Background: an optimization exercise with open tools, aiming at small area, a short achievable clock period and few clock cycles per item. Do not read the settings as production practice. Only simulation tests tie the RTL to the original design; equivalence was not proved. Power is estimated from default activity; no workload was simulated.

==> design/flow/design.v <==
module SME(clk,reset,chardata,isstring,ispattern,valid,match,match_index);
integer i;
input clk;
input reset;
input [7:0] chardata;
input isstring;
input ispattern;
output reg match;
output reg [4:0] match_index;
output reg valid;
reg  [6:0]  s [0:31];
reg  [31:0] v;
reg  [31:0] D;
reg  [4:0]  q;
reg  [1:0]  Xh;       
reg  [2:0]  Xl;       
reg  [3:0]  Hgt;      
reg  [3:0]  Heq;      
reg  [7:0]  Lge;      
reg         isstring_R, ispattern_R, pwc;
wire [6:0] c         = chardata[6:0];
wire       newstring = isstring & ~isstring_R;
wire       isdot     = (c == 7'h2E);
wire       isdollar  = (c == 7'h24);
wire       iscaret   = (c == 7'h5E);
wire       init      = ~ispattern_R | pwc;    
function [15:0] xtab;    
	input [4:0] x;
	integer k;
	begin
		for (k = 0; k < 4; k = k + 1) begin
			xtab[k] = (k > x[4:3]);
			xtab[4 + k] = (k == x[4:3]);
		end
		for (k = 0; k < 8; k = k + 1) begin
			xtab[8 + k] = (k >= x[2:0]);
		end
	end
endfunction
wire [31:0] first, sp, M, Dn;
genvar g;
generate
for (g = 0; g < 32; g = g + 1) begin : pos
	localparam integer N = (g + 1) % 32;
	assign first[g] = (q == (g + 31) % 32);
	assign sp[g]    = ~s[g][6] & ~|s[g][4:0];
	assign M[g]     = v[g] & (isdot | (s[g] == c));
	assign Dn[g]    = isdollar ? (D[g] & (~v[N] | sp[N] | first[N]))
	                           : (M[N] & (init ? (~pwc | first[N] | sp[g]) : (D[g] & ~first[N])));
end
endgenerate
wire       match_n;
wire [4:0] index_n;
SME_result result (.D(D), .Hgt(Hgt), .Heq(Heq), .Lge(Lge), .Xh(Xh), .Xl(Xl),
                   .match(match_n), .index(index_n));
always @(posedge clk) begin
	for (i = 0; i < 31; i = i + 1)
		s[i] <= s[i+1];
	s[31] <= isstring ? c : s[0];
	v <= {isstring | v[0], v[31:1] & {31{~newstring}}};
	q <= newstring ? 5'd30 : q - 5'd1;
	if (init) begin
		Xh <= q[4:3];
		Xl <= q[2:0];
		{Lge, Heq, Hgt} <= xtab(q);
	end
	pwc <= ispattern & iscaret;
	isstring_R <= isstring;
	ispattern_R <= ispattern;
	D <= Dn;
	match <= match_n;
	match_index <= index_n;
	valid <= ~reset & ispattern_R & ~ispattern;
end
endmodule
module SME_result(D, Hgt, Heq, Lge, Xh, Xl, match, index);
input  [31:0] D;
input  [3:0]  Hgt;
input  [3:0]  Heq;
input  [7:0]  Lge;
input  [1:0]  Xh;
input  [2:0]  Xl;
output        match;
output [4:0]  index;
wire [31:0] G, hi;
genvar g;
generate
for (g = 0; g < 32; g = g + 1) begin : pos
	assign G[g] = Hgt[g / 8] | (Heq[g / 8] & Lge[g % 8]);
end
endgenerate
assign hi = D & G;
function [5:0] pe32;    
	input [31:0] x;
	reg [15:0] a1; reg [15:0] i1;           
	reg [7:0]  a2; reg [15:0] i2;           
	reg [3:0]  a3; reg [11:0] i3;           
	reg [1:0]  a4; reg [7:0]  i4;
	integer k;
	begin
		for (k = 0; k < 16; k = k + 1) begin
			a1[k] = x[2*k] | x[2*k+1];
			i1[k] = ~x[2*k];
		end
		for (k = 0; k < 8; k = k + 1) begin
			a2[k] = a1[2*k] | a1[2*k+1];
			i2[2*k +: 2] = a1[2*k] ? {1'b0, i1[2*k]} : {1'b1, i1[2*k+1]};
		end
		for (k = 0; k < 4; k = k + 1) begin
			a3[k] = a2[2*k] | a2[2*k+1];
			i3[3*k +: 3] = a2[2*k] ? {1'b0, i2[4*k +: 2]} : {1'b1, i2[4*k+2 +: 2]};
		end
		for (k = 0; k < 2; k = k + 1) begin
			a4[k] = a3[2*k] | a3[2*k+1];
			i4[4*k +: 4] = a3[2*k] ? {1'b0, i3[6*k +: 3]} : {1'b1, i3[6*k+3 +: 3]};
		end
		pe32 = {a4[0] | a4[1], a4[0] ? {1'b0, i4[3:0]} : {1'b1, i4[7:4]}};
	end
endfunction
wire [5:0] pH = pe32(hi);
wire [5:0] pA = pe32(D);
wire [4:0] J  = pH[5] ? pH[4:0] : pA[4:0];
reg  [23:0] LT;       
integer i;
always @* for (i = 0; i < 8; i = i + 1) LT[3*i +: 3] = i - Xl;
wire [2:0] lo = LT[3*J[2:0] +: 3];
wire       br = ~Lge[J[2:0]];
wire [1:0] h0 = J[4:3] - Xh;
wire [1:0] h1 = J[4:3] - Xh - 2'd1;
assign match = pA[5];
assign index = {br ? h1 : h0, lo};
endmodule
==> design/flow/flow/run.sh <==
#!/bin/bash
set -euo pipefail
here=$(pwd)
dont_use=$(tr -s ' \n' ' ' < "$here/flow/dont_use.txt")
bash "$here/standard.sh" "DONT_USE_CELLS=$dont_use" finish > "$here/standard.log" 2>&1
==> design/flow/flow/dont_use.txt <==
 sky130_fd_sc_hd__probe_p_8 sky130_fd_sc_hd__probec_p_8 sky130_fd_sc_hd__lpflow_bleeder_1 sky130_fd_sc_hd__lpflow_clkbufkapwr_1 sky130_fd_sc_hd__lpflow_clkbufkapwr_16 sky130_fd_sc_hd__lpflow_clkbufkapwr_2 sky130_fd_sc_hd__lpflow_clkbufkapwr_4 sky130_fd_sc_hd__lpflow_clkbufkapwr_8 sky130_fd_sc_hd__lpflow_clkinvkapwr_1 sky130_fd_sc_hd__lpflow_clkinvkapwr_16 sky130_fd_sc_hd__lpflow_clkinvkapwr_2 sky130_fd_sc_hd__lpflow_clkinvkapwr_4 sky130_fd_sc_hd__lpflow_clkinvkapwr_8 sky130_fd_sc_hd__lpflow_decapkapwr_12 sky130_fd_sc_hd__lpflow_decapkapwr_3 sky130_fd_sc_hd__lpflow_decapkapwr_4 sky130_fd_sc_hd__lpflow_decapkapwr_6 sky130_fd_sc_hd__lpflow_decapkapwr_8 sky130_fd_sc_hd__lpflow_inputiso0n_1 sky130_fd_sc_hd__lpflow_inputiso0p_1 sky130_fd_sc_hd__lpflow_inputiso1n_1 sky130_fd_sc_hd__lpflow_inputiso1p_1 sky130_fd_sc_hd__lpflow_inputisolatch_1 sky130_fd_sc_hd__lpflow_isobufsrc_1 sky130_fd_sc_hd__lpflow_isobufsrc_16 sky130_fd_sc_hd__lpflow_isobufsrc_2 sky130_fd_sc_hd__lpflow_isobufsrc_4 sky130_fd_sc_hd__lpflow_isobufsrc_8 sky130_fd_sc_hd__lpflow_isobufsrckapwr_16 sky130_fd_sc_hd__lpflow_lsbuf_lh_hl_isowell_tap_1 sky130_fd_sc_hd__lpflow_lsbuf_lh_hl_isowell_tap_2 sky130_fd_sc_hd__lpflow_lsbuf_lh_hl_isowell_tap_4 sky130_fd_sc_hd__lpflow_lsbuf_lh_isowell_4 sky130_fd_sc_hd__lpflow_lsbuf_lh_isowell_tap_1 sky130_fd_sc_hd__lpflow_lsbuf_lh_isowell_tap_2 sky130_fd_sc_hd__lpflow_lsbuf_lh_isowell_tap_4 # # Define fill cells export FILL_CELLS ?= sky130_fd_sc_hd__fill_1 sky130_fd_sc_hd__fill_2 sky130_fd_sc_hd__fill_4 sky130_fd_sc_hd__fill_8   sky130_fd_sc_hd__or3_1 sky130_fd_sc_hd__or3_2 sky130_fd_sc_hd__or3_4 sky130_fd_sc_hd__or3b_1 sky130_fd_sc_hd__or3b_2 sky130_fd_sc_hd__or3b_4 sky130_fd_sc_hd__or4_1 sky130_fd_sc_hd__or4_2 sky130_fd_sc_hd__or4_4 sky130_fd_sc_hd__or4b_1 sky130_fd_sc_hd__or4b_2 sky130_fd_sc_hd__or4b_4 sky130_fd_sc_hd__or4bb_1 sky130_fd_sc_hd__or4bb_2 sky130_fd_sc_hd__or4bb_4 sky130_fd_sc_hd__mux4_1 sky130_fd_sc_hd__mux4_2 sky130_fd_sc_hd__mux4_4 sky130_fd_sc_hd__clkdlybuf4s15_1 sky130_fd_sc_hd__clkdlybuf4s15_2 sky130_fd_sc_hd__clkdlybuf4s18_1 sky130_fd_sc_hd__clkdlybuf4s18_2 sky130_fd_sc_hd__clkdlybuf4s25_1 sky130_fd_sc_hd__clkdlybuf4s25_2 sky130_fd_sc_hd__clkdlybuf4s50_1 sky130_fd_sc_hd__clkdlybuf4s50_2
==> design/flow/standard.sh <==
#!/bin/bash
# synth_recipe.tcl (not shown) runs the flow's synth.tcl, then flattens the netlist and writes it again
# the make line also repeats each setting of config.mk as NAME=value (left out here)
make -C /OpenROAD-flow-scripts/flow DESIGN_CONFIG=/design/flow/config.mk WORK_HOME=/design/flow/orfs CLKGATE_MAP_FILE= SYNTH_SCRIPT=/design/flow/synth_recipe.tcl "${@:-finish}"
==> design/flow/config.mk <==
export PLATFORM = sky130hd
export DESIGN_NAME = SME
export DESIGN_NICKNAME = SME
export VERILOG_FILES = /design/flow/design.v
export SDC_FILE = /design/flow/constraint.sdc
export NUM_CORES = 4
export LEC_CHECK = 0
export ABC_AREA = 1
export CAP_MARGIN = 20
export CORE_MARGIN = 2
export CORE_UTILIZATION = 40
export CTS_BUF_LIST = sky130_fd_sc_hd__clkbuf_16
export CTS_CLUSTER_DIAMETER = 90
export CTS_CLUSTER_SIZE = 28
export SETUP_SLACK_MARGIN = 4.6
export SLEW_MARGIN = 20
export SYNTH_HIERARCHICAL = 1
export SYNTH_MINIMUM_KEEP_SIZE = 0
export TNS_END_PERCENT = 5
==> design/flow/constraint.sdc <==
create_clock -name core_clock -period 7.0 [get_ports {clk}]
set_input_delay 1.4000 -clock core_clock [delete_from_list [all_inputs] [get_ports {clk}]]
set_output_delay 1.4000 -clock core_clock [all_outputs]
set_load 0.01 [all_outputs]
==> summary.txt, run 1 <==
- The run finished with no timing, DRC or antenna violations.
- The iteration count of the initial detailed-routing pass is 6.
- Setup slack on the worst reg-to-reg path comes out at 4.37 ns.
- The max-slew violation count is 0.
- The worst register-to-register path has a depth of 26.
- Counting I/O delays and the setup requirement, the final critical path takes 2.634 ns.
- The area of the die is 0.03984 mm^2.
- The final-layout fill cell count is 3882.
- The count of endpoints failing hold in the final timing report came to 0.
- Across the run, the number of max-cap violations was 0.
- The transition time at the pin with the least slew margin is 0.9097 ns.
- In this run the static leakage power is 8.658 nW.
- Summing the areas of all xor and xnor instances in the mapped netlist gives just under 2% of the synthesized area.
- The multiplexer area fraction after synthesis is 0%.
- Counting flops with a built-in enable in the synthesized netlist gives 18.
- The hold path depth is 0.
- The power consumption is 3.884 mW.
- The number of warnings printed during yosys synthesis is 9.
- The core region area is 0.03767 mm^2.
- Summing over every cut layer, the via total after detailed routing is 13.90k.
- Relative to the synthesized area, the layout overhead comes to 8.717%.
- The floorplan has 71 rows.
- The maximum clock frequency is 0.3797 GHz.
- Sequential cells were found to cover 43.17% of the synthesized design area.
- The repair_antennas step left the layout with diodes totalling 0.
- In this run the deepest clock path goes through 3 buffers.
- The die span in x is 199.6 um.
- In this run, CTS created clock tree buffers numbering 17.
- The clock root buffer is sky130_fd_sc_hd__clkbuf_16.
- CTS built an H-tree with a depth of 1.
- At the worst endpoint, the required time is 7.42 ns.
- After clock tree synthesis, the clock-pin slew on the worst setup and hold paths is 0.11 ns.
- The post-place instance area is 0.01561 mm^2.
- For this run, design rule violations remaining after detail routing come to 0.
- Setup repair after global routing could not meet its margin everywhere.
- Registers take 0.006606 mm^2.
- The global-route wire length before repair is between 70000 and 80000 um.
- The post-synthesis cell type count is 42.
- The headroom to the max-slew limit is 39.27%.
- The total number of cells along the worst setup path is 26.
- After routing, the total negative slack on setup checks comes to 0 ns.
- The largest family of logic cells by synthesized area is simple AND/OR/NAND/NOR gates.
- The number of buffers added to fix hold violations after cts is 0.
- The worst path uses 37.62% of the clock period.
- The worst setup path is captured at a flop.
- The cell with the largest stage delay on the worst path is sky130_fd_sc_hd__edfxtp_1.
- The clock insertion delay at the later pin of the skew report is ~0.53 ns.
- Grouping stages by cell kind, the critical path spends the most delay in buffers and inverters.
- The fraction of the core area covered by cells at the end of the flow is around 44%.
- For this run the aggregate overflow at the end of global routing stands at 0.
- TritonCTS built the clock tree.
- The worst setup path is launched from a flop.
- The met3 routing resource usage after global routing is 2.211%.
- Summing the areas of all fa, ha and maj instances in the mapped netlist gives 0.7359% of the synthesized area.
- After technology mapping, the gate count stands at around 2.3k.
- The worst path arrival time is between 3 and 4 ns.
- After synthesis, the mean cell area works out to 6.604 um^2.
- The highest-utilization routing layer at the global route stage is met2.
- In the final layout, the share of cells above drive strength 1 is 6.729%.
- Setup violations remaining at the end of the flow were counted as 0.
- The worst hold-check path type is flop to flop.
- The number of global-route vias before repair is 12.75k.
- The worst register-to-register path begins at Hgt[1]$_DFFE_PN_.
- Using the TritonRoute via totals, the vias-per-cell ratio works out to 4.862.
- The final weighted congestion in routability-driven placement is 0.8704.
- On the final layout, the worst clock skew is between 0.03 and 0.04 ns.
- Global routing consumed, on the met1 layer, 32.87% of the routing resources.
- Clock tree synthesis found a total of roughly 320 sinks.
- After routing the design area is 0.01664 mm^2.
- The synthesized-area fraction occupied by ao, oa, aoi and oai cells is around 3.7%.
- The start point of the worst min-delay path is s[1][5]$_DFF_P_.
- The top-level port count is 19.
- The synthesized design contains 321 register bits.
- The post-layout net count is around 2.4k.
- The cell area that synthesis handed to floorplanning was 0.01530 mm^2.
- Once detail routing completed, the nets flagged for antenna violations numbered 0.
- The number of antenna violations at the first check in global routing came to 1.
- In this run the worst setup path begins at Hgt[1]$_DFFE_PN_.
- Summing the areas of all and, or, nand and nor instances in the mapped netlist gives 40.08% of the synthesized area.
- The top fanout value on the critical path is 8.
- The wire-length estimate of the detail-placed layout is 29830 um.
- Counting flops with an async set or reset pin after synthesis yields a share of 0%.
- The total power divided by cell area is 233.5 mW/mm^2.
- The count of input and output buffers is 17.
- Entering global routing, the biggest net connects 39 pins.
- The sum of buffers and inverters on the critical path is 11.
- Global routing used 22.85% of the available tracks across all layers.
- The per-cell routed wire length is approximately 16 um.
- In the synthesized netlist the dominant register cell turns out to be sky130_fd_sc_hd__dfxtp_1.
- The worst stage delay on the critical path is 0.46 ns.
- The initial utilization of the core area, before any placement, comes to about two fifths.
- The violation count after the first detailed-route iteration is ~1.3k.
- The wire length reported by the detailed router is 45310 um.
- Across the VDD grid, the largest voltage drop is 0.1330 mV.
- The critical path is of the flop to flop type.
- For met2 alone, demand over resource in global routing was 36.90%.
- Measured along the y axis, the die boundary spans 199.6 um.
- Summing all multi-input logic gate instances after layout gives 0.007172 mm^2.
report_power, final:
group	switching, mW	internal, mW	leakage [nW]	total, mW
Combinational	0.372	0.196	5.71	0.569
Sequential	0.183	2.00	2.70	2.18
Clock	0.663	0.469	0.246	1.13
Total	1.22	2.67	8.66	3.88
worst register-to-register path, stage by stage (launching register included):
cell and delay [ns]:
sky130_fd_sc_hd__edfxtp_1 0.46, sky130_fd_sc_hd__inv_2 0.10, sky130_fd_sc_hd__buf_6 0.11, sky130_fd_sc_hd__buf_1 0.08, sky130_fd_sc_hd__buf_1 0.09, sky130_fd_sc_hd__buf_1 0.10, sky130_fd_sc_hd__buf_1 0.09, sky130_fd_sc_hd__buf_1 0.08
sky130_fd_sc_hd__buf_1 0.08, sky130_fd_sc_hd__buf_2 0.10, sky130_fd_sc_hd__buf_1 0.09, sky130_fd_sc_hd__buf_2 0.11, sky130_fd_sc_hd__a21oi_2 0.05, sky130_fd_sc_hd__nand2_1 0.06, sky130_fd_sc_hd__nand2_1 0.05, sky130_fd_sc_hd__nand2_1 0.06
sky130_fd_sc_hd__nand2_1 0.06, sky130_fd_sc_hd__nand2_1 0.07, sky130_fd_sc_hd__nand3_2 0.09, sky130_fd_sc_hd__nand2_4 0.12, sky130_fd_sc_hd__nand2_8 0.08, sky130_fd_sc_hd__nand2_1 0.07, sky130_fd_sc_hd__nand3_1 0.07, sky130_fd_sc_hd__nand3_2 0.12
sky130_fd_sc_hd__nand2_2 0.07, sky130_fd_sc_hd__nand2_2 0.05, sky130_fd_sc_hd__nand2_1 0.04
cell usage in the layout (no fill, tap or decap), types with 4 or more instances in the layout:
cell                         instances
sky130_fd_sc_hd__nand2_1           920
sky130_fd_sc_hd__nor2_1            284
sky130_fd_sc_hd__inv_2               8
sky130_fd_sc_hd__ha_1                8
sky130_fd_sc_hd__o21bai_1           21
sky130_fd_sc_hd__inv_4               4
sky130_fd_sc_hd__edfxtp_1           18
sky130_fd_sc_hd__nand3_2             6
sky130_fd_sc_hd__a21boi_0            4
sky130_fd_sc_hd__clkinvlp_4          5
sky130_fd_sc_hd__nand4_1            16
sky130_fd_sc_hd__nand2_2            26
sky130_fd_sc_hd__buf_2              25
sky130_fd_sc_hd__nor3_1              4
sky130_fd_sc_hd__xnor2_1            24
sky130_fd_sc_hd__xor2_1             10
sky130_fd_sc_hd__buf_1              32
sky130_fd_sc_hd__buf_6              11
sky130_fd_sc_hd__buf_4               6
sky130_fd_sc_hd__nor2_4             13
sky130_fd_sc_hd__dfxtp_1           303
sky130_fd_sc_hd__o21ai_0            24
sky130_fd_sc_hd__clkbuf_16          20
sky130_fd_sc_hd__o21ai_1             4
sky130_fd_sc_hd__nand2_4             4
sky130_fd_sc_hd__inv_1             273
sky130_fd_sc_hd__conb_1              6
sky130_fd_sc_hd__nand3_1           197
sky130_fd_sc_hd__nor2_2              5
sky130_fd_sc_hd__a21oi_1            34
kinds of logic (layout without fill, tap and decap cells):
kind of cell | count (synthesis) | after routing
buffers and inverters | 374 | 400
other | 2 | 6
DFF | 321 | 321
and+or+nand+nor | 1482 | 1483
xor gates and xnor gates | 34 | 34
adders and majority gates | 9 | 9
AOI/OAI and AO/OA | 95 | 95
per-module statistics from Yosys (local to each module, per instance):
| module | cells inside | cell area (um^2) |
|---|---|---|
| SME_result | 333 | 1698 |
| SME | 1984 | 13600 |
worst paths after layout:
check                                              end
worst max-delay path            match_index[4]$_DFF_P_
worst min-delay path                   s[0][5]$_DFF_P_
worst max register to register  match_index[4]$_DFF_P_
worst min register to register         s[0][5]$_DFF_P_
layout make-up:
cell class | count | share of cell area, %
Tap cell | 511 | 3.843
Timing Repair Buffer | 81 | 3.196
Timing Repair inverter | 3 | 0.1354
Clock buffer | 17 | 2.557
Clock inverter | 6 | 0.5190
Sequential cell | 321 | 39.71
Multi-Input combinational cell | 1627 | 43.11
Inverter | 293 | 6.927
synth_stat cells, types with 2 or more instances:
master,n,area (um^2)
sky130_fd_sc_hd__a21oi_1,35,175.2
sky130_fd_sc_hd__nand2_2,22,137.6
sky130_fd_sc_hd__nand2_4,4,45.04
sky130_fd_sc_hd__inv_1,276,1036
sky130_fd_sc_hd__nor3_1,4,20.02
sky130_fd_sc_hd__nand3_2,5,50.05
sky130_fd_sc_hd__nand3_4,2,35.03
sky130_fd_sc_hd__inv_2,14,52.55
sky130_fd_sc_hd__buf_6,11,123.9
sky130_fd_sc_hd__nand2_1,924,3468
sky130_fd_sc_hd__buf_4,13,97.59
sky130_fd_sc_hd__conb_1,2,7.510
sky130_fd_sc_hd__nand4_1,16,100.1
sky130_fd_sc_hd__xor2_1,10,87.58
sky130_fd_sc_hd__edfxtp_1,18,540.5
sky130_fd_sc_hd__nor2_2,6,37.54
sky130_fd_sc_hd__nor2_4,10,112.6
sky130_fd_sc_hd__buf_1,3,11.26
sky130_fd_sc_hd__clkinv_1,2,7.510
sky130_fd_sc_hd__buf_2,38,190.2
sky130_fd_sc_hd__nor2_1,285,1070
sky130_fd_sc_hd__dfxtp_1,303,6066
sky130_fd_sc_hd__nand3_1,198,991.0
sky130_fd_sc_hd__clkbuf_1,16,60.06
sky130_fd_sc_hd__o21bai_1,21,157.7
sky130_fd_sc_hd__a21boi_0,4,30.03
sky130_fd_sc_hd__or2_2,2,12.51
sky130_fd_sc_hd__o21ai_0,25,125.1
sky130_fd_sc_hd__o211ai_1,2,15.01
sky130_fd_sc_hd__o21ai_1,3,15.01
sky130_fd_sc_hd__xnor2_1,24,210.2
sky130_fd_sc_hd__ha_1,9,112.6
per-stage QoR:
step | hold WS, ns | std cells | setup slack [ns]
6_report | 0.3631 | 2859 | 4.366
5_1_grt | 0.3810 | 2859 | 4.095
4_1_cts | 0.3728 | 2853 | 4.452
3_5_place_dp | 0.3613 | 2781 | 2.131
3_3_place_gp | 0.3548 | 2781 | 2.182
2_1_floorplan | 0.3499 | 2321 | 4.608
sequential cells by signal (all words and copies together), names as in the netlist:
name,flops
s,224
D,32
v,32
Lge,7
match_index,5
q,5
Heq,3
Hgt,3
Xl,3
Xh,2
ispattern_R,1
isstring_R,1
match,1
pwc,1
valid,1
routing by layer:
layer,up-vias,wire length (um)
met3,64,2666
met4,0,873
met1,6393,21830
met5,-,0
li1,7035,-
met2,408,19950
timing repair:
action,4_1_cts,5_1_grt
buffers inserted,45,6
gates cloned,4,0
endpoints found under the setup margin,65,72
pin swaps,17,9
resized for setup,57,11
Testbench counts, summed over its fixed seeds: cycles 12,684, queries 1,536.
==> inputs of run 2 (changes only) <==
--- a/design/flow/config.mk
+++ b/design/flow/config.mk
@@ -5,7 +5,6 @@
 export SDC_FILE = /design/flow/constraint.sdc
 export NUM_CORES = 4
 export LEC_CHECK = 0
-export ABC_AREA = 1
 export CAP_MARGIN = 20
 export CORE_MARGIN = 2
 export CORE_UTILIZATION = 40
@@ -16,4 +15,4 @@
 export SLEW_MARGIN = 20
 export SYNTH_HIERARCHICAL = 1
 export SYNTH_MINIMUM_KEEP_SIZE = 0
-export TNS_END_PERCENT = 5
+export TNS_END_PERCENT = 1
==> run 2 against run 1 <==
Net effect:
- cell count is 39% lower
- sequential power hardly changed
- maximum frequency is 1.3% lower
- critical path depth is 15 lower
- highest routed layer unchanged
- worst setup slack worse by 0.036 ns
- non-clock buffer count is 13 lower
- power is 3.2% lower
- flip-flop and latch count stayed put
- clock skew is 0.014 ns lower
- critical path type unchanged
==> summary.txt, run 2 <==
- The TritonCTS clock tree is yes.
- The mean instance size in the synthesized netlist is 10.55 um^2 (+60%).
- The count of endpoints failing hold in the final timing report came to 0 (unchanged).
- The post-route clock period utilization was 38.13% (+0.51 points).
- The starting density of the core is 40.82% (+0.20 points).
- The violation count after the first detailed-route iteration is 624 (-52%).
- The total via count after detailed routing is 9561 (-31%).
- The share of synthesized cell area in full adder, half adder and majority cells came to 0.8435% (+0.11 points).
- The synthesized-area fraction occupied by ao, oa, aoi and oai cells is 15.13% (+11 points).
- The die span in x came to 186.7 um (-6.5%).
- The number of violations of the max-capacitance limit was 0 (unchanged).
- The layout-stage area growth over the synthesis result is 9.475%.
- The simple-gate share of the synthesized area is 14.11% (-26 points).
- The total power divided by cell area is 257.3 mW/mm^2 (+10%).
- The post-layout net count is 1306 (-45%).
- The sum of buffers and inverters on the critical path was 1 (-10).
- The H-tree depth reported by CTS is 1 (unchanged).
- The global-route wire length before repair is 54030 um (-24%).
- The worst path arrival time was 3.11 ns (+0.06 ns).
- The number of synthesized register bits was 321 (unchanged).
- The fraction of the core area covered by cells at the end of the flow is 44.69% (+0.53 points).
- The number of buffers between clock root and the deepest sink is 3 (unchanged).
- The worst stage delay on the critical path is 0.46 ns (about the same).
- The flow ran to the end and the layout has no timing, DRC or antenna violations.
- The post-place instance area is 0.01370 mm^2 (-12%).
- The area of the die is 0.03485 mm^2 (-13%).
- The worst voltage drop across the vdd grid was 0.1303 mV (-2.0%).
- The post-synthesis cell area came to 0.01335 mm^2 (-13%).
- The setup skew after layout is 0.01968 ns (-0.01352 ns).
- The headroom to the max-slew limit is 35.50% (-3.8 points).
- The slowest stage of the critical path belongs to the cell sky130_fd_sc_hd__edfxtp_1.
- The number of buffers added to fix hold violations after cts is 0 (unchanged).
- The worst hold-check path type is flop to flop.
- Yosys attributes the largest share of cell area to sky130_fd_sc_hd__dfxtp_1, sky130_fd_sc_hd__xor2_1, sky130_fd_sc_hd__xnor2_1, sky130_fd_sc_hd__edfxtp_1, sky130_fd_sc_hd__nor4_1.
- The detailed-routed wire length on met2 was 15240 um (-24%).
- The clock transition at the registers of the reported paths is 0.11 ns (about the same).
- The fraction of final layout cells sized beyond drive strength 1 is 10.63% (+3.9 points).
- The prevailing post-synth register cell is sky130_fd_sc_hd__dfxtp_1.
- The data required time of the critical path was 7.44 ns (+0.02 ns).
- The detailed router used layers up to and including met4.
- The placed instance count came to 1673 (-40%).
- The area share of the largest cell type after synthesis was 45.44% (+5.8 points).
- The total congestion overflow is 0 (unchanged).
- The multiplexer area fraction after synthesis was 1.359% (+1.4 points).
- The largest family of logic cells by synthesized area is XOR/XNOR gates.
- The synthesized instance count came to 1266 (-45%).
- The flip-flop count of the largest register after layout is 224 (unchanged).
- The count of input and output buffers is 17 (unchanged).
- The number of design rule violations left after detail routing is 0 (unchanged).
- The sequential element share of the synthesized area was 49.48% (+6.3 points).
- The top-level port count was 19 (unchanged).
- The largest registers in the layout are s: 224 flops, D: 32 flops, v: 32 flops.
- The biggest area contributor in the post-synthesis netlist is sky130_fd_sc_hd__dfxtp_1.
- The xor and xnor fraction of the mapped netlist area is 15.29% (+13 points).
- The number of standard cells in the layout, taps in and fillers out is 1731 (-39%).
- The worst setup path is launched from a flop.
- The detailed-route vias per instance is 5.523 (+14%).
- The top fanout value on the critical path is 7 (-1).
- Walking the worst path, the cells encountered are buf_4, a21o_1, a22oi_1, nand3_1, o21a_1, o31a_2, o21ai_4, mux2i_1, mux2_2, a22oi_2, xnor2_1.
- The number of global-route vias before repair is 9453 (-26%).
- Leaving out fill and tap cells, the most frequent cells in the layout are sky130_fd_sc_hd__dfxtp_1, sky130_fd_sc_hd__xor2_1, sky130_fd_sc_hd__xnor2_1.
- The number of flops mapped to enable cells by yosys came to 18 (unchanged).
- The power consumption is 3.761 mW (-3.2%).
- The wire length reported by the detailed router was 34180 um (-25%).
- The max-slew violation count was 0 (unchanged).
- The summed negative setup slack over all endpoints is 0 ns (unchanged).
- The total of endpoints with negative setup slack in the final report is 0 (unchanged).
- The final critical path time including I/O delays and setup is 2.669 ns (+0.03570 ns).
- The number of antenna violations at the first check in global routing is 0 (-1).
- The number of warnings printed during yosys synthesis was 9 (unchanged).
- The total global routing track utilization is 19.17% (-3.7 points).
- Leaving out fill and tap cells, the most frequent cell in the layout is sky130_fd_sc_hd__dfxtp_1.
- Setup repair after global routing could not meet its margin everywhere.
- The iteration count of the initial detailed-routing pass was 5 (-1).
- The overall die height is 186.7 um (-6.5%).
- In this design, the largest share of critical-path delay is due to compound AO/OA/AOI/OAI gates.
- The number of sinks handled by clock tree synthesis is 321 (unchanged).
- The count of nets left with antenna violations after detail routing came to 0 (unchanged).
- The clock insertion delay at the later pin of the skew report is 0.51 ns (-0.02 ns).
- The critical path start-end classification is flop to flop.
- The post-synthesis cell type count is 74 (+76%).
- STA classifies the critical path endpoint as a flop.
- CTS placed an instance of sky130_fd_sc_hd__clkbuf_16 at the clock tree root.
- The number of buffers inserted during clock tree synthesis was 16 (-1).
- The per-cell routed wire length is 19.75 um (+25%).
- The amount of wire on met3 after detailed routing is 1456 um (-45%).
- The number of standard-cell rows in the floorplan is 66 (-7.0%).
- sky130_fd_sc_hd__dfxtp_1 is the most common cell in the netlist.
- The core region area came to 0.03270 mm^2 (-13%).
- The pin count of the biggest net entering global routing is 43 (+10%).
- The transition time at the pin with the least slew margin came to 0.9675 ns (+0.05777 ns).
- The antenna cell count is 0 (unchanged).
- The wire length on met1 was 16510 um (-24%).
- The maximum clock frequency came to 0.3746 GHz (-1.3%).
- The post-detailed-placement half-perimeter wirelength is 22970 um (-23%).
- The final weighted congestion in routability-driven placement was 0.8410 (-3.4%).
- The post-route cell area is 0.01462 mm^2 (-12%).
- By count the netlist is led by sky130_fd_sc_hd__dfxtp_1, sky130_fd_sc_hd__xor2_1, sky130_fd_sc_hd__xnor2_1.
- The proportion of synthesized flip-flops having asynchronous set or reset is 0% (unchanged).
- Counting flops per register, the top entry is s.
- The total leakage power was 5.366 nW (-38%).
==> run 2: cell types whose count changed after synthesis, moves of 34 or more <==
cell                       before  now
sky130_fd_sc_hd__nand3_1      198   11
sky130_fd_sc_hd__xnor2_1       24  103
sky130_fd_sc_hd__o211ai_1       2   54
sky130_fd_sc_hd__nor4_1         0   69
sky130_fd_sc_hd__nor2_1       285   25
sky130_fd_sc_hd__and2_1         1   35
sky130_fd_sc_hd__nand2_1      924   80
sky130_fd_sc_hd__xor2_1        10  130
sky130_fd_sc_hd__inv_1        276   29
==> run 2: per-layer routing <==
layer  vias up  global-route usage, %
met4         0                  6.532
met1      4703                  26.84
met3        54                  2.257
met2       230                  30.68
li1       4574                      -
met5         -                      0
==> run 2: Yosys stat by module, one instance, submodules excluded <==
module | cells | flops+latches | times used
SME | 1053 | 321 | 1
SME_result | 213 | 0 | 1
==> run 2: what timing repair did <==
action,in CTS,in global routing
pin swaps,2,8
endpoints found under the setup margin,77,60
setup buffers,15,21
resized for setup,57,21
gates cloned,0,0
==> run 2: layout make-up <==
class                   instances  area, um^2
clock inverters                 5       55.05
well taps                     442       553.0
multi-input cells             849        6440
flip-flops and latches        321        6620
repair buffers                 68       412.9
clock buffers                  17       425.4
inverters                      29       108.9
fillers                      3165       18090
==> run 2: power by group <==
part / leakage [nW] / switching (mW) / internal, mW
combinational: 2.43 / 0.310 / 0.227
clock: 0.240 / 0.605 / 0.458
sequential: 2.69 / 0.171 / 1.99
==> run 2: final timing paths <==
path / from / slack [ns] / to / cells past startpoint
worst max-delay path: Hgt[1]$_DFFE_PN_ / 4.33 / match_index[4]$_DFF_P_ / 11
worst min-delay path: s[8][5]$_DFF_P_ / 0.36 / s[7][5]$_DFF_P_ / 0
worst max register to register: Hgt[1]$_DFFE_PN_ / 4.33 / match_index[4]$_DFF_P_ / 11
worst min register to register: s[8][5]$_DFF_P_ / 0.36 / s[7][5]$_DFF_P_ / 0
==> run 2: logic make-up after synthesis <==
family / count (synthesis)
buffers and inverters: 100
other: 2
XOR/XNOR: 233
multiplexers: 17
AO/OA/AOI/OAI: 269
adder cells (fa/ha/maj): 9
flip-flops: 321
AND/OR/NAND/NOR: 315
==> run 2: worst reg2reg max path, delay by kind of cell (launching register included) <==
family / cells / cell delay, ns
buffers and inverters: 1 / 0.19
and+or+nand+nor: 1 / 0.18
AOI/OAI and AO/OA: 6 / 1.25
DFF: 1 / 0.46
xor gates and xnor gates: 1 / 0.13
muxes: 2 / 0.39
==> run 2: through the flow <==
| stage | setup WS (ns) | hold slack [ns] |
|---|---|---|
| 6_report | 4.331 | 0.3593 |
| 5_1_grt | 4.216 | 0.3628 |
| 4_1_cts | 4.322 | 0.3656 |
| 3_5_place_dp | 2.683 | 0.3563 |
| 3_3_place_gp | 2.727 | 0.3551 |
| 2_1_floorplan | 4.473 | 0.3499 |
==> inputs of run 3 (changes only) <==
==> design/flow/flow/run.sh (replaced) <==
#!/bin/bash
set -euo pipefail
here=$(pwd)
dont_use=$(tr -s ' \n' ' ' < "$here/flow/dont_use.txt")
bash "$here/standard.sh" "DONT_USE_CELLS=$dont_use" ABC_DRIVER_CELL=sky130_fd_sc_hd__buf_2 finish > "$here/standard.log" 2>&1
==> design/flow/flow/dont_use.txt (replaced) <==
 sky130_fd_sc_hd__probe_p_8 sky130_fd_sc_hd__probec_p_8 sky130_fd_sc_hd__lpflow_bleeder_1 sky130_fd_sc_hd__lpflow_clkbufkapwr_1 sky130_fd_sc_hd__lpflow_clkbufkapwr_16 sky130_fd_sc_hd__lpflow_clkbufkapwr_2 sky130_fd_sc_hd__lpflow_clkbufkapwr_4 sky130_fd_sc_hd__lpflow_clkbufkapwr_8 sky130_fd_sc_hd__lpflow_clkinvkapwr_1 sky130_fd_sc_hd__lpflow_clkinvkapwr_16 sky130_fd_sc_hd__lpflow_clkinvkapwr_2 sky130_fd_sc_hd__lpflow_clkinvkapwr_4 sky130_fd_sc_hd__lpflow_clkinvkapwr_8 sky130_fd_sc_hd__lpflow_decapkapwr_12 sky130_fd_sc_hd__lpflow_decapkapwr_3 sky130_fd_sc_hd__lpflow_decapkapwr_4 sky130_fd_sc_hd__lpflow_decapkapwr_6 sky130_fd_sc_hd__lpflow_decapkapwr_8 sky130_fd_sc_hd__lpflow_inputiso0n_1 sky130_fd_sc_hd__lpflow_inputiso0p_1 sky130_fd_sc_hd__lpflow_inputiso1n_1 sky130_fd_sc_hd__lpflow_inputiso1p_1 sky130_fd_sc_hd__lpflow_inputisolatch_1 sky130_fd_sc_hd__lpflow_isobufsrc_1 sky130_fd_sc_hd__lpflow_isobufsrc_16 sky130_fd_sc_hd__lpflow_isobufsrc_2 sky130_fd_sc_hd__lpflow_isobufsrc_4 sky130_fd_sc_hd__lpflow_isobufsrc_8 sky130_fd_sc_hd__lpflow_isobufsrckapwr_16 sky130_fd_sc_hd__lpflow_lsbuf_lh_hl_isowell_tap_1 sky130_fd_sc_hd__lpflow_lsbuf_lh_hl_isowell_tap_2 sky130_fd_sc_hd__lpflow_lsbuf_lh_hl_isowell_tap_4 sky130_fd_sc_hd__lpflow_lsbuf_lh_isowell_4 sky130_fd_sc_hd__lpflow_lsbuf_lh_isowell_tap_1 sky130_fd_sc_hd__lpflow_lsbuf_lh_isowell_tap_2 sky130_fd_sc_hd__lpflow_lsbuf_lh_isowell_tap_4 # # Define fill cells export FILL_CELLS ?= sky130_fd_sc_hd__fill_1 sky130_fd_sc_hd__fill_2 sky130_fd_sc_hd__fill_4 sky130_fd_sc_hd__fill_8   sky130_fd_sc_hd__or3_1 sky130_fd_sc_hd__or3_2 sky130_fd_sc_hd__or3_4 sky130_fd_sc_hd__or3b_1 sky130_fd_sc_hd__or3b_2 sky130_fd_sc_hd__or3b_4 sky130_fd_sc_hd__or4_1 sky130_fd_sc_hd__or4_2 sky130_fd_sc_hd__or4_4 sky130_fd_sc_hd__or4b_1 sky130_fd_sc_hd__or4b_2 sky130_fd_sc_hd__or4b_4 sky130_fd_sc_hd__or4bb_1 sky130_fd_sc_hd__or4bb_2 sky130_fd_sc_hd__or4bb_4 sky130_fd_sc_hd__mux4_1 sky130_fd_sc_hd__mux4_2 sky130_fd_sc_hd__mux4_4 sky130_fd_sc_hd__clkdlybuf4s15_1 sky130_fd_sc_hd__clkdlybuf4s15_2 sky130_fd_sc_hd__clkdlybuf4s18_1 sky130_fd_sc_hd__clkdlybuf4s18_2 sky130_fd_sc_hd__clkdlybuf4s25_1 sky130_fd_sc_hd__clkdlybuf4s25_2 sky130_fd_sc_hd__clkdlybuf4s50_1 sky130_fd_sc_hd__clkdlybuf4s50_2
 sky130_fd_sc_hd__buf_1 sky130_fd_sc_hd__clkbuf_1
--- a/design/flow/config.mk
+++ b/design/flow/config.mk
@@ -15,4 +15,4 @@
 export SLEW_MARGIN = 20
 export SYNTH_HIERARCHICAL = 1
 export SYNTH_MINIMUM_KEEP_SIZE = 0
-export TNS_END_PERCENT = 1
+export TNS_END_PERCENT = 5
==> run 3 against run 2 <==
Net effect:
- still clean on timing, DRC and antenna
- non-clock buffer count decreased by 5
- first-iteration DRC count increased by 18%
- worst setup slack got worse by 0.027 ns
- flip-flop and latch count unchanged
- power increased by 0.41%
- via count about the same
- sequential share of layout area decreased by 0.24 points
- sequential power about the same
- synthesized area increased by 0.43%
- die area increased by 0.42%
- highest routed layer unchanged
==> summary.txt, run 3 <==
- The total power divided by cell area came to 256.9 mW/mm^2 (-0.17%).
- The data required time of the critical path was 7.42 ns (-0.02 ns).
- The summed negative setup slack over all endpoints was 0 ns (unchanged).
- The worst flop-to-flop path startpoint is D[28]$_DFF_P_.
- The register with the most flip-flops in the final layout is s.
- After synthesis, the most frequently instantiated cells are sky130_fd_sc_hd__dfxtp_1, sky130_fd_sc_hd__xor2_1, sky130_fd_sc_hd__xnor2_1.
- The top fanout value on the critical path is 7 (unchanged).
- The mean instance size in the synthesized netlist is 10.55 um^2 (about the same).
- The count of nets left with antenna violations after detail routing is 0 (unchanged).
- The number of buffers inserted during clock tree synthesis was 16 (unchanged).
- The transition time at the pin with the least slew margin came to 0.8688 ns (-0.09872 ns).
- The critical path starts at D[28]$_DFF_P_.
- The post-route worst hold slack was 0.3557 ns (-0.003641 ns).
- The worst voltage drop across the vdd grid was 0.1344 mV (+3.2%).
- The worst stage delay on the critical path is 0.52 ns (+0.06 ns).
- In the final layout, the registers with the most flip-flops are s: 224 flops, D: 32 flops, v: 32 flops.
- The number of sinks handled by clock tree synthesis is 321 (unchanged).
- The wire length reported by the detailed router was 33880 um (-0.88%).
- Yosys attributes the largest share of cell area to sky130_fd_sc_hd__dfxtp_1, sky130_fd_sc_hd__xor2_1, sky130_fd_sc_hd__xnor2_1, sky130_fd_sc_hd__edfxtp_1, sky130_fd_sc_hd__nor4_1.
- The number of global-route vias before repair came to 9557 (+1.1%).
- The count of endpoints failing hold in the final timing report is 0 (unchanged).
- The area share of the largest cell type after synthesis came to 45.24% (-0.20 points).
- The area of the die was 0.03500 mm^2 (+0.42%).
- The nature of the critical path endpoint is a flop.
- The per-cell routed wire length is 19.56 um (-0.94%).
- The total leakage power came to 5.444 nW (+1.4%).
- The TritonCTS clock tree is yes.
- The most numerous cell in the Yosys netlist is sky130_fd_sc_hd__dfxtp_1.
- The H-tree depth reported by CTS is 1 (unchanged).
- The final-layout fill cell count is 3161 (-0.13%).
- The overall die height is 187.1 um (+0.21%).
- The flip-flop count of the largest register after layout was 224 (unchanged).
- The number of design rule violations left after detail routing is 0 (unchanged).
- The worst setup slack after layout is 4.304 ns (-0.02690 ns).
- The destination of the worst hold path is s[1][3]$_DFF_P_.
- The run finished with no timing, DRC or antenna violations.
- The global-route wire length before repair came to 54630 um (+1.1%).
- The post-layout net count was 1301 (-0.38%).
- The post-detailed-placement half-perimeter wirelength came to 22730 um (-1.0%).
- The total global routing track utilization is 19.31% (+0.14 points).
- The post-place instance area came to 0.01374 mm^2 (+0.28%).
- The number of buffers between clock root and the deepest sink came to 3 (unchanged).
- The pin count of the biggest net entering global routing is 46 (+7.0%).
- The post-synthesis cell type count is 74 (unchanged).
- The die span in x is 187.1 um (+0.21%).
- The headroom to the max-slew limit is 42.08% (+6.6 points).
- Walking the worst path, the cells encountered are a22oi_1, o21ai_0, and2b_2, and4bb_4, nor3b_2, a221o_1, o211ai_4, mux2i_1, a21oi_1, xnor2_1.
- The violation count after the first detailed-route iteration is 737 (+18%).
- The final weighted congestion in routability-driven placement was 0.8633 (+2.7%).
- The post-synthesis cell area is 0.01341 mm^2 (+0.43%).
- The number of flops mapped to enable cells by yosys came to 18 (unchanged).
- The clock transition at the registers of the reported paths was 0.10 ns (about the same).
- The post-route cell area is 0.01470 mm^2 (+0.58%).
- The cell with the largest stage delay on the worst path is sky130_fd_sc_hd__dfxtp_1.
- The layout-stage area growth over the synthesis result is 9.639%.
- The total congestion overflow is 0 (unchanged).
- The sequential element share of the synthesized area is 49.27% (-0.21 points).
- The most common cell after layout, fill and taps aside is sky130_fd_sc_hd__dfxtp_1.
- The hold path depth was 0 (unchanged).
- The clock root buffer is sky130_fd_sc_hd__clkbuf_16.
- The post-placement setup slack was 3.027 ns (+0.3439 ns).
- The post-route clock period utilization was 38.52% (+0.38 points).
- The type of element launching the critical path is a flop.
- The antenna cell count is 0 (unchanged).
- The setup slack of the worst register-to-register path is 4.30 ns (-0.03 ns).
- The clock insertion delay at the later pin of the skew report is 0.53 ns (+0.02 ns).
- The count of input and output buffers is 17 (unchanged).
- The total via count after detailed routing came to 9556 (-0.052%).
- The final critical path time including I/O delays and setup is 2.696 ns (+0.02690 ns).
- The placed instance count is 1679 (+0.36%).
- The number of standard-cell rows in the floorplan is 67 (+1.5%).
- The core region area is 0.03328 mm^2 (+1.8%).
- The number of standard cells in the layout, taps in and fillers out came to 1732 (+0.058%).
- The depth of the most critical reg-to-reg path is 10 (-1).
- The total of endpoints with negative setup slack in the final report is 0 (unchanged).
- The number of synthesized register bits was 321 (unchanged).
- The synthesized instance count is 1271 (+0.39%).
- The maximum clock frequency is 0.3709 GHz (-1.0%).
- The setup skew after layout is 0.02679 ns (+0.007103 ns).
- The starting density of the core is 40.29% (-0.54 points).
- The iteration count of the initial detailed-routing pass is 6 (+1).
- The detailed-route vias per instance came to 5.517 (-0.11%).
- The worst path arrival time is 3.11 ns (about the same).
- The max-slew violation count is 0 (unchanged).
- The number of antenna violations at the first check in global routing came to 0 (unchanged).
- The critical path start-end classification is flop to flop.
- The fraction of final layout cells sized beyond drive strength 1 came to 11.76% (+1.1 points).
- Setup repair after global routing could not meet its margin everywhere.
- The prevailing post-synth register cell is sky130_fd_sc_hd__dfxtp_1.
- The top cell types in the final layout, fill and taps aside, are sky130_fd_sc_hd__dfxtp_1, sky130_fd_sc_hd__xor2_1, sky130_fd_sc_hd__xnor2_1.
- The worst hold-check path type is flop to flop.
- In this run the critical register-to-register path is captured at match_index[2]$_DFF_P_.
- The number of violations of the max-capacitance limit is 0 (unchanged).
- The number of warnings printed during yosys synthesis is 9 (unchanged).
- The worst hold path begins at s[2][3]$_DFF_P_.
- The top-level port count is 19 (unchanged).
- The biggest area contributor in the post-synthesis netlist is sky130_fd_sc_hd__dfxtp_1.
- The proportion of synthesized flip-flops having asynchronous set or reset is 0% (unchanged).
-- run 3: cell count changes in the layout (fill, tap and decap cells not counted), sizes merged --
cell,before,now
or2b,2,1
dlygate4sd2,0,8
clkbuf,22,24
and2b,3,4
clkinv,1,2
nand2b,4,5
dlygate4sd3,0,2
buf,63,46
inv,33,32
nor2b,4,3
-- run 3: layout make-up --
| cell class | instances | area [um^2] | share of cell area [%] |
|---|---|---|---|
| Sequential cell | 321 | 6623 | 45.05 |
| Multi-Input combinational cell | 849 | 6381 | 43.41 |
| Tap cell | 448 | 560.5 | 3.813 |
| Timing Repair Buffer | 63 | 541.8 | 3.685 |
| Clock buffer | 17 | 425.4 | 2.894 |
| Inverter | 29 | 108.9 | 0.7405 |
| Clock inverter | 5 | 60.06 | 0.4085 |
-- run 3: kinds of logic (layout without fill, tap and decap cells) --
kind of cell             count (synthesis)  after routing  share of synthesized area, %
multiplexers                            17             17                         1.353
buffers and inverters                  105            114                         4.367
adder cells (fa/ha/maj)                  9              9                        0.8399
flip-flops                             321            321                         49.27
other                                    2              6                       0.05601
XOR/XNOR                               233            233                         15.22
AND/OR/NAND/NOR                        315            315                         14.02
AO/OA/AOI/OAI                          269            269                         14.88
-- run 3: layer usage --
metal / GRT usage (%) / wire length [um] / vias up
li1: - / - / 4543
met1: 27.47 / 16390 / 4722
met2: 31.14 / 15350 / 247
met3: 2.308 / 1490 / 44
met4: 5.006 / 658 / 0
met5: 0 / 0 / -
-- run 3: worst max-delay path, delay by kind of cell (launching register included) --
family,cells,cell delay (ns)
and+or+nand+nor,3,0.65
muxes,1,0.22
xor gates and xnor gates,1,0.12
DFF,1,0.52
AOI/OAI and AO/OA,5,1.05
-- run 3: worst max path at each step --
stage / endpoint / cells past startpoint
6_report: match_index[2]$_DFF_P_ / 10
5_1_grt: match_index[3]$_DFF_P_ / 11
3_3_place_gp: D[0]$_DFF_P_ / 6
4_1_cts: match_index[3]$_DFF_P_ / 10
2_1_floorplan: D[0]$_DFF_P_ / 6
3_5_place_dp: D[0]$_DFF_P_ / 6
-- run 3: repair_timing --
item / in CTS / in global routing
cloned: 0 / 1
endpoints found under the setup margin: 102 / 54
buffers inserted: 19 / 11
gates resized for setup: 75 / 14
hold buffers: 0 / 0
pin swaps: 4 / 6
-- run 3: report_power, final --
part / switching [mW] / internal [mW] / total (mW)
Sequential: 0.163 / 1.99 / 2.15
Clock: 0.616 / 0.456 / 1.07
Combinational: 0.312 / 0.239 / 0.551
Total: 1.09 / 2.69 / 3.78
-- run 3: stage by stage --
stage / power, mW / util, %
final: 3.776 / 44.17
after global routing: 3.936 / 44.17
after CTS: 3.789 / 43.84
after detailed placement: 2.695 / 41.27
after global placement: 2.686 / 41.27
after floorplan: 2.548 / -
-- run 3: Yosys stat by module, one instance, submodules excluded --
module      times used  flip-flops and latches  cells  cell area, um^2
SME                  1                     321   1055            11910
SME_result           1                       0    216             1494
==> inputs of run 4 (changes only) <==
==> design/flow/flow/run.sh (replaced) <==
#!/bin/bash
set -euo pipefail
here=$(pwd)
dont_use=$(tr -s ' \n' ' ' < "$here/flow/dont_use.txt")
bash "$here/standard.sh" "DONT_USE_CELLS=$dont_use" finish > "$here/standard.log" 2>&1
==> design/flow/flow/dont_use.txt (replaced) <==
 sky130_fd_sc_hd__probe_p_8 sky130_fd_sc_hd__probec_p_8 sky130_fd_sc_hd__lpflow_bleeder_1 sky130_fd_sc_hd__lpflow_clkbufkapwr_1 sky130_fd_sc_hd__lpflow_clkbufkapwr_16 sky130_fd_sc_hd__lpflow_clkbufkapwr_2 sky130_fd_sc_hd__lpflow_clkbufkapwr_4 sky130_fd_sc_hd__lpflow_clkbufkapwr_8 sky130_fd_sc_hd__lpflow_clkinvkapwr_1 sky130_fd_sc_hd__lpflow_clkinvkapwr_16 sky130_fd_sc_hd__lpflow_clkinvkapwr_2 sky130_fd_sc_hd__lpflow_clkinvkapwr_4 sky130_fd_sc_hd__lpflow_clkinvkapwr_8 sky130_fd_sc_hd__lpflow_decapkapwr_12 sky130_fd_sc_hd__lpflow_decapkapwr_3 sky130_fd_sc_hd__lpflow_decapkapwr_4 sky130_fd_sc_hd__lpflow_decapkapwr_6 sky130_fd_sc_hd__lpflow_decapkapwr_8 sky130_fd_sc_hd__lpflow_inputiso0n_1 sky130_fd_sc_hd__lpflow_inputiso0p_1 sky130_fd_sc_hd__lpflow_inputiso1n_1 sky130_fd_sc_hd__lpflow_inputiso1p_1 sky130_fd_sc_hd__lpflow_inputisolatch_1 sky130_fd_sc_hd__lpflow_isobufsrc_1 sky130_fd_sc_hd__lpflow_isobufsrc_16 sky130_fd_sc_hd__lpflow_isobufsrc_2 sky130_fd_sc_hd__lpflow_isobufsrc_4 sky130_fd_sc_hd__lpflow_isobufsrc_8 sky130_fd_sc_hd__lpflow_isobufsrckapwr_16 sky130_fd_sc_hd__lpflow_lsbuf_lh_hl_isowell_tap_1 sky130_fd_sc_hd__lpflow_lsbuf_lh_hl_isowell_tap_2 sky130_fd_sc_hd__lpflow_lsbuf_lh_hl_isowell_tap_4 sky130_fd_sc_hd__lpflow_lsbuf_lh_isowell_4 sky130_fd_sc_hd__lpflow_lsbuf_lh_isowell_tap_1 sky130_fd_sc_hd__lpflow_lsbuf_lh_isowell_tap_2 sky130_fd_sc_hd__lpflow_lsbuf_lh_isowell_tap_4 # # Define fill cells export FILL_CELLS ?= sky130_fd_sc_hd__fill_1 sky130_fd_sc_hd__fill_2 sky130_fd_sc_hd__fill_4 sky130_fd_sc_hd__fill_8   sky130_fd_sc_hd__or3_1 sky130_fd_sc_hd__or3_2 sky130_fd_sc_hd__or3_4 sky130_fd_sc_hd__or3b_1 sky130_fd_sc_hd__or3b_2 sky130_fd_sc_hd__or3b_4 sky130_fd_sc_hd__or4_1 sky130_fd_sc_hd__or4_2 sky130_fd_sc_hd__or4_4 sky130_fd_sc_hd__or4b_1 sky130_fd_sc_hd__or4b_2 sky130_fd_sc_hd__or4b_4 sky130_fd_sc_hd__or4bb_1 sky130_fd_sc_hd__or4bb_2 sky130_fd_sc_hd__or4bb_4 sky130_fd_sc_hd__mux4_1 sky130_fd_sc_hd__mux4_2 sky130_fd_sc_hd__mux4_4 sky130_fd_sc_hd__clkdlybuf4s15_1 sky130_fd_sc_hd__clkdlybuf4s15_2 sky130_fd_sc_hd__clkdlybuf4s18_1 sky130_fd_sc_hd__clkdlybuf4s18_2 sky130_fd_sc_hd__clkdlybuf4s25_1 sky130_fd_sc_hd__clkdlybuf4s25_2 sky130_fd_sc_hd__clkdlybuf4s50_1 sky130_fd_sc_hd__clkdlybuf4s50_2
 sky130_fd_sc_hd__nor4_1 sky130_fd_sc_hd__nor4_2 sky130_fd_sc_hd__nor4_4 sky130_fd_sc_hd__a2111oi_0 sky130_fd_sc_hd__a2111oi_1 sky130_fd_sc_hd__a2111oi_2 sky130_fd_sc_hd__a2111oi_4 sky130_fd_sc_hd__o2111ai_1 sky130_fd_sc_hd__o2111ai_2 sky130_fd_sc_hd__o2111ai_4 sky130_fd_sc_hd__nor4b_1 sky130_fd_sc_hd__nor4b_2 sky130_fd_sc_hd__nor4b_4 sky130_fd_sc_hd__nor4bb_1 sky130_fd_sc_hd__nor4bb_2 sky130_fd_sc_hd__nor4bb_4
==> run 4 against run 3 <==
Net effect:
- still clean on timing, DRC and antenna
- die area is 0.91% higher
- largest cell class unchanged
- synthesized area is 0.93% higher
- critical path depth is 3 higher
- flip-flop and latch count stayed put
- maximum frequency is 1.7% lower
- critical endpoint is now match_index[3]$_DFF_P_
==> summary.txt, run 4 <==
- The combinational power share is 14.9% (+0.3 points).
- The final critical path time including I/O delays and setup is 2.741 ns (+0.04529 ns).
- The worst hold-check path type is flop to flop.
- The mean instance size in the synthesized netlist is 9.922 um^2 (-5.9%).
- The worst path arrival time is 3.19 ns (+0.08 ns).
- The total congestion overflow is 0 (unchanged).
- The hold path depth is 0 (unchanged).
- The number of buffers added to fix hold violations after cts is 0 (unchanged).
- The fraction of final layout cells sized beyond drive strength 1 is 9.456% (-2.3 points).
- The total power divided by cell area is 253.8 mW/mm^2 (-1.2%).
- The die span in x is 187.9 um (+0.45%).
- The worst stage delay on the critical path is 0.52 ns (about the same).
- The cell type with the highest aggregate area in the netlist is sky130_fd_sc_hd__dfxtp_1.
- TritonCTS built the clock tree.
- The number of global-route vias before repair is 9846 (+3.0%).
- The final weighted congestion in routability-driven placement is 0.8597 (-0.42%).
- STA classifies the critical path startpoint as a flop.
- The proportion of synthesized flip-flops having asynchronous set or reset is 0% (unchanged).
- Among the stages of the critical path, the cell type that occurs most often is sky130_fd_sc_hd__mux2i_1.
- The flow ran to the end and the layout has no timing, DRC or antenna violations.
- The sequential element share of the synthesized area is 48.82% (-0.46 points).
- The clock insertion delay at the later pin of the skew report is 0.52 ns (about the same).
- The register with the most flip-flops in the final layout is s.
- The starting density of the core is 40.46% (+0.17 points).
- The post-route clock period utilization is 39.16% (+0.65 points).
- The setup slack of the worst register-to-register path was 4.26 ns (-0.05 ns).
- The count of endpoints failing hold in the final timing report came to 0 (unchanged).
- The area share of the largest cell type after synthesis is 44.82% (-0.42 points).
- The total of endpoints with negative setup slack in the final report came to 0 (unchanged).
- The worst voltage drop across the vdd grid is 0.1359 mV (+1.1%).
- The setup skew after layout was 0.01594 ns (-0.01085 ns).
- The power consumption is 3.791 mW (+0.39%).
- The transition time at the pin with the least slew margin came to 1.038 ns (+0.1697 ns).
- The detailed-route vias per instance came to 5.324 (-3.5%).
- The post-synthesis cell area came to 0.01353 mm^2 (+0.93%).
- The number of buffers inserted during clock tree synthesis is 16 (unchanged).
- The data required time of the critical path came to 7.45 ns (+0.03 ns).
- The critical path start-end classification is flop to flop.
- The count of input and output buffers is 17 (unchanged).
- Setup repair after global routing could not meet its margin everywhere.
- The number of synthesized register bits came to 321 (unchanged).
- The largest registers in the layout are s: 224 flops, D: 32 flops, v: 32 flops.
- The clock transition at the registers of the reported paths came to 0.11 ns (about the same).
- The global-route wire length before repair was 55010 um (+0.69%).
- The post-placement setup slack is 2.640 ns (-0.3873 ns).
- Traced cell by cell, the critical path runs through buf_1, a21o_1, a22oi_4, buf_2, and2_1, nand2_1, and4_4, o311ai_4, buf_6, mux2i_1, mux2_4, mux2i_1, xnor2_1.
- The area of the die is 0.03532 mm^2 (+0.91%).
- The number of buffers between clock root and the deepest sink was 3 (unchanged).
- The number of violations of the max-capacitance limit was 0 (unchanged).
- The largest individual stage delay along the critical path comes from the cell sky130_fd_sc_hd__edfxtp_1.
- The total global routing track utilization was 19.51% (+0.20 points).
- The number of design rule violations left after detail routing came to 0 (unchanged).
- The most numerous cell in the Yosys netlist is sky130_fd_sc_hd__dfxtp_1.
- The final-layout fill cell count is 3137 (-0.76%).
- The number of antenna violations at the first check in global routing came to 0 (unchanged).
- The top-level port count was 19 (unchanged).
- Ranked by instance count, the synthesized netlist is headed by sky130_fd_sc_hd__dfxtp_1, sky130_fd_sc_hd__xor2_1, sky130_fd_sc_hd__nor2_1.
- The clock root buffer is sky130_fd_sc_hd__clkbuf_16.
- The H-tree depth reported by CTS is 1 (unchanged).
- The number of warnings printed during yosys synthesis is 9 (unchanged).
- The post-layout net count is 1413 (+8.6%).
- The layout-stage area growth over the synthesis result is 10.39%.
- The count of nets left with antenna violations after detail routing was 0 (unchanged).
- The total via count after detailed routing was 9817 (+2.7%).
- Ranked by total cell area, the synthesized netlist is headed by sky130_fd_sc_hd__dfxtp_1, sky130_fd_sc_hd__xor2_1, sky130_fd_sc_hd__xnor2_1, sky130_fd_sc_hd__nor2_1, sky130_fd_sc_hd__edfxtp_1.
- The top fanout value on the critical path came to 7 (unchanged).
- The part of the power in registers is 57.2% (+0.2 points).
- The internal power of the cells was 2.697 mW (+0.43%).
- The worst setup slack after layout was 4.259 ns (-0.04529 ns).
- The depth of the most critical reg-to-reg path is 13 (+3).
- For hold timing, the worst endpoint is s[17][5]$_DFF_P_.
- In the layout the commonest cells are sky130_fd_sc_hd__dfxtp_1, sky130_fd_sc_hd__xor2_1, sky130_fd_sc_hd__nor2_1.
- The headroom to the max-slew limit is 30.68% (-11 points).
- The start point of the worst min-delay path is s[18][5]$_DFF_P_.
- The total leakage power is 5.844 nW (+7.4%).
- The wire length reported by the detailed router is 34790 um (+2.7%).
- The proportion of total power due to net switching is 28.86% (about the same).
- The antenna cell count is 0 (unchanged).
- In this design, the largest share of critical-path delay is due to compound AO/OA/AOI/OAI gates.
- The flip-flop count of the largest register after layout is 224 (unchanged).
- The post-route worst hold slack was 0.3523 ns (-0.003344 ns).
- The power share of the clock group is 27.9% (-0.5 points).
- The post-detailed-placement half-perimeter wirelength is 23080 um (+1.5%).
- The summed negative setup slack over all endpoints is 0 ns (unchanged).
- The endpoint of the worst register-to-register path is match_index[3]$_DFF_P_.
- The number of flops mapped to enable cells by yosys was 18 (unchanged).
- The per-cell routed wire length is 18.87 um (-3.6%).
- In this run the critical register-to-register path is launched from Heq[2]$_DFFE_PN_.
- The number of sinks handled by clock tree synthesis came to 321 (unchanged).
- The max-slew violation count is 0 (unchanged).
- The core region area was 0.03345 mm^2 (+0.50%).
- The overall die height is 187.9 um (+0.45%).
- The post-synthesis cell type count is 70 (-5.4%).
- The prevailing post-synth register cell is sky130_fd_sc_hd__dfxtp_1.
- The sum of buffers and inverters on the critical path came to 3 (+3).
- The switching power summed over all nets is 1.094 mW (+0.30%).
- The iteration count of the initial detailed-routing pass is 5 (-1).
- The violation count after the first detailed-route iteration is 733 (-0.54%).
- The nature of the critical path endpoint is a flop.
- The synthesized instance count was 1364 (+7.3%).
- The maximum clock frequency is 0.3648 GHz (-1.7%).
- The number of standard-cell rows in the floorplan is 67 (unchanged).
- The most common cell after layout, fill and taps aside is sky130_fd_sc_hd__dfxtp_1.
- The pin count of the biggest net entering global routing is 42 (-8.7%).
-- run 4: area by class of cell --
| class | instances | area, um^2 | share of cell area (%) |
|---|---|---|---|
| flip-flops and latches | 321 | 6610 | 44.25 |
| multi-input cells | 944 | 6601 | 44.19 |
| repair buffers | 79 | 570.5 | 3.819 |
| well taps | 448 | 560.5 | 3.752 |
| clock buffers | 17 | 425.4 | 2.848 |
| inverters | 30 | 112.6 | 0.7538 |
| clock inverters | 5 | 58.81 | 0.3936 |
-- run 4: worst register-to-register path, cell delays in order, from the launching register on --
cell,delay [ns]
sky130_fd_sc_hd__edfxtp_1,0.52
sky130_fd_sc_hd__buf_1,0.17
sky130_fd_sc_hd__a21o_1,0.18
sky130_fd_sc_hd__a22oi_4,0.17
sky130_fd_sc_hd__buf_2,0.15
sky130_fd_sc_hd__and2_1,0.14
sky130_fd_sc_hd__nand2_1,0.05
sky130_fd_sc_hd__and4_4,0.20
sky130_fd_sc_hd__o311ai_4,0.27
sky130_fd_sc_hd__buf_6,0.17
sky130_fd_sc_hd__mux2i_1,0.07
sky130_fd_sc_hd__mux2_4,0.28
sky130_fd_sc_hd__mux2i_1,0.17
sky130_fd_sc_hd__xnor2_1,0.13
-- run 4: power by group through the flow --
stage	sequential (mW)	combinational (mW)	clock (mW)
final	2.17	0.564	1.06
after global routing	2.19	0.620	1.14
after CTS	2.16	0.554	1.09
after detailed placement	2.24	0.460	0
after global placement	2.24	0.454	0
after floorplan	2.12	0.428	0
-- run 4: logic make-up after synthesis --
kind of cell,after synthesis,share of synthesized area [%]
compound gates,265,14.82
flops,321,48.82
buf+inv,103,3.828
fa+ha+maj,9,0.8321
simple gates,415,15.29
other cells,2,0.05549
xor+xnor,233,15.08
mux,16,1.276
-- run 4: worst max path at each step --
stage	start	to	slack, ns	cells past startpoint
floorplan	Lge[5]$_DFFE_PN_	match_index[4]$_DFF_P_	4.35	11
CTS	Lge[1]$_DFFE_PN_	match_index[3]$_DFF_P_	4.29	12
detailed placement	chardata[5]	D[24]$_DFF_P_	2.64	6
finish	Heq[2]$_DFFE_PN_	match_index[3]$_DFF_P_	4.26	13
global placement	chardata[2]	D[24]$_DFF_P_	2.72	6
global route	Lge[4]$_DFFE_PN_	match_index[4]$_DFF_P_	4.13	15
-- run 4: what timing repair did --
action / 4_1_cts / 5_1_grt
cloned: 1 / 0
gates resized for setup: 57 / 11
endpoints found under the setup margin: 71 / 69
buffers inserted: 42 / 3
pin swaps: 14 / 8
-- run 4: modules after synthesis, one instance, submodules excluded --
module,cell area (um^2),cells inside,flops+latches
SME_result,1513,218,0
SME,12020,1146,321
-- run 4: per-stage QoR --
step	util [%]	cells	cell area (um^2)
final	44.66	1844	14940
after global routing	44.66	1844	14940
after CTS	44.51	1841	14890
after detailed placement	41.43	1776	13860
after global placement	41.42	1776	13860
after floorplan	-	1368	13560
-- run 4: layer usage --
metal  wire [um]  vias to the layer above  part of all wire [%]  track usage (%)
met5           0                        -                     0                0
met3        1702                       42                   4.9            2.620
met4         738                        0                   2.1            5.391
met2       15780                      222                    45            31.85
li1            -                     4762                     -                -
met1       16570                     4791                    48            27.09

what the ideal ports hide:
Ports are ideal in the flow. The routed layouts listed here were re-timed in OpenROAD. Step 1 assumes that a clkbuf_16 drives the clock port and a buf_2 every other input. Step 2 times the ports against the registers' clock, not the clock port: input delays grow and output delays shrink by t, the midpoint of the rising clock arrivals with the driver on. Three values: no drivers, after step 1, after step 2; two values: the first two.
run | t (ns) | slack for setup (ns) | worst hold slack (ns) | slew at the worst register clock pin (ns)
run 1 | 0.567 | 4.366 / 4.366 / 3.918 | 0.363 / 0.363 / 0.363 | 0.11 / 0.11
run 2 | 0.553 | 4.331 / 4.331 / 3.812 | 0.359 / 0.359 / 0.359 | 0.11 / 0.11
run 3 | 0.570 | 4.304 / 4.304 / 3.931 | 0.356 / 0.356 / 0.356 | 0.11 / 0.11
run 4 | 0.560 | 4.259 / 4.259 / 3.883 | 0.352 / 0.352 / 0.352 | 0.11 / 0.11
After both steps setup and hold are still met in every run listed. The setup slack of run 2, which loses most, moves by 0.000 ns with the drivers and by -0.519 ns with both steps.
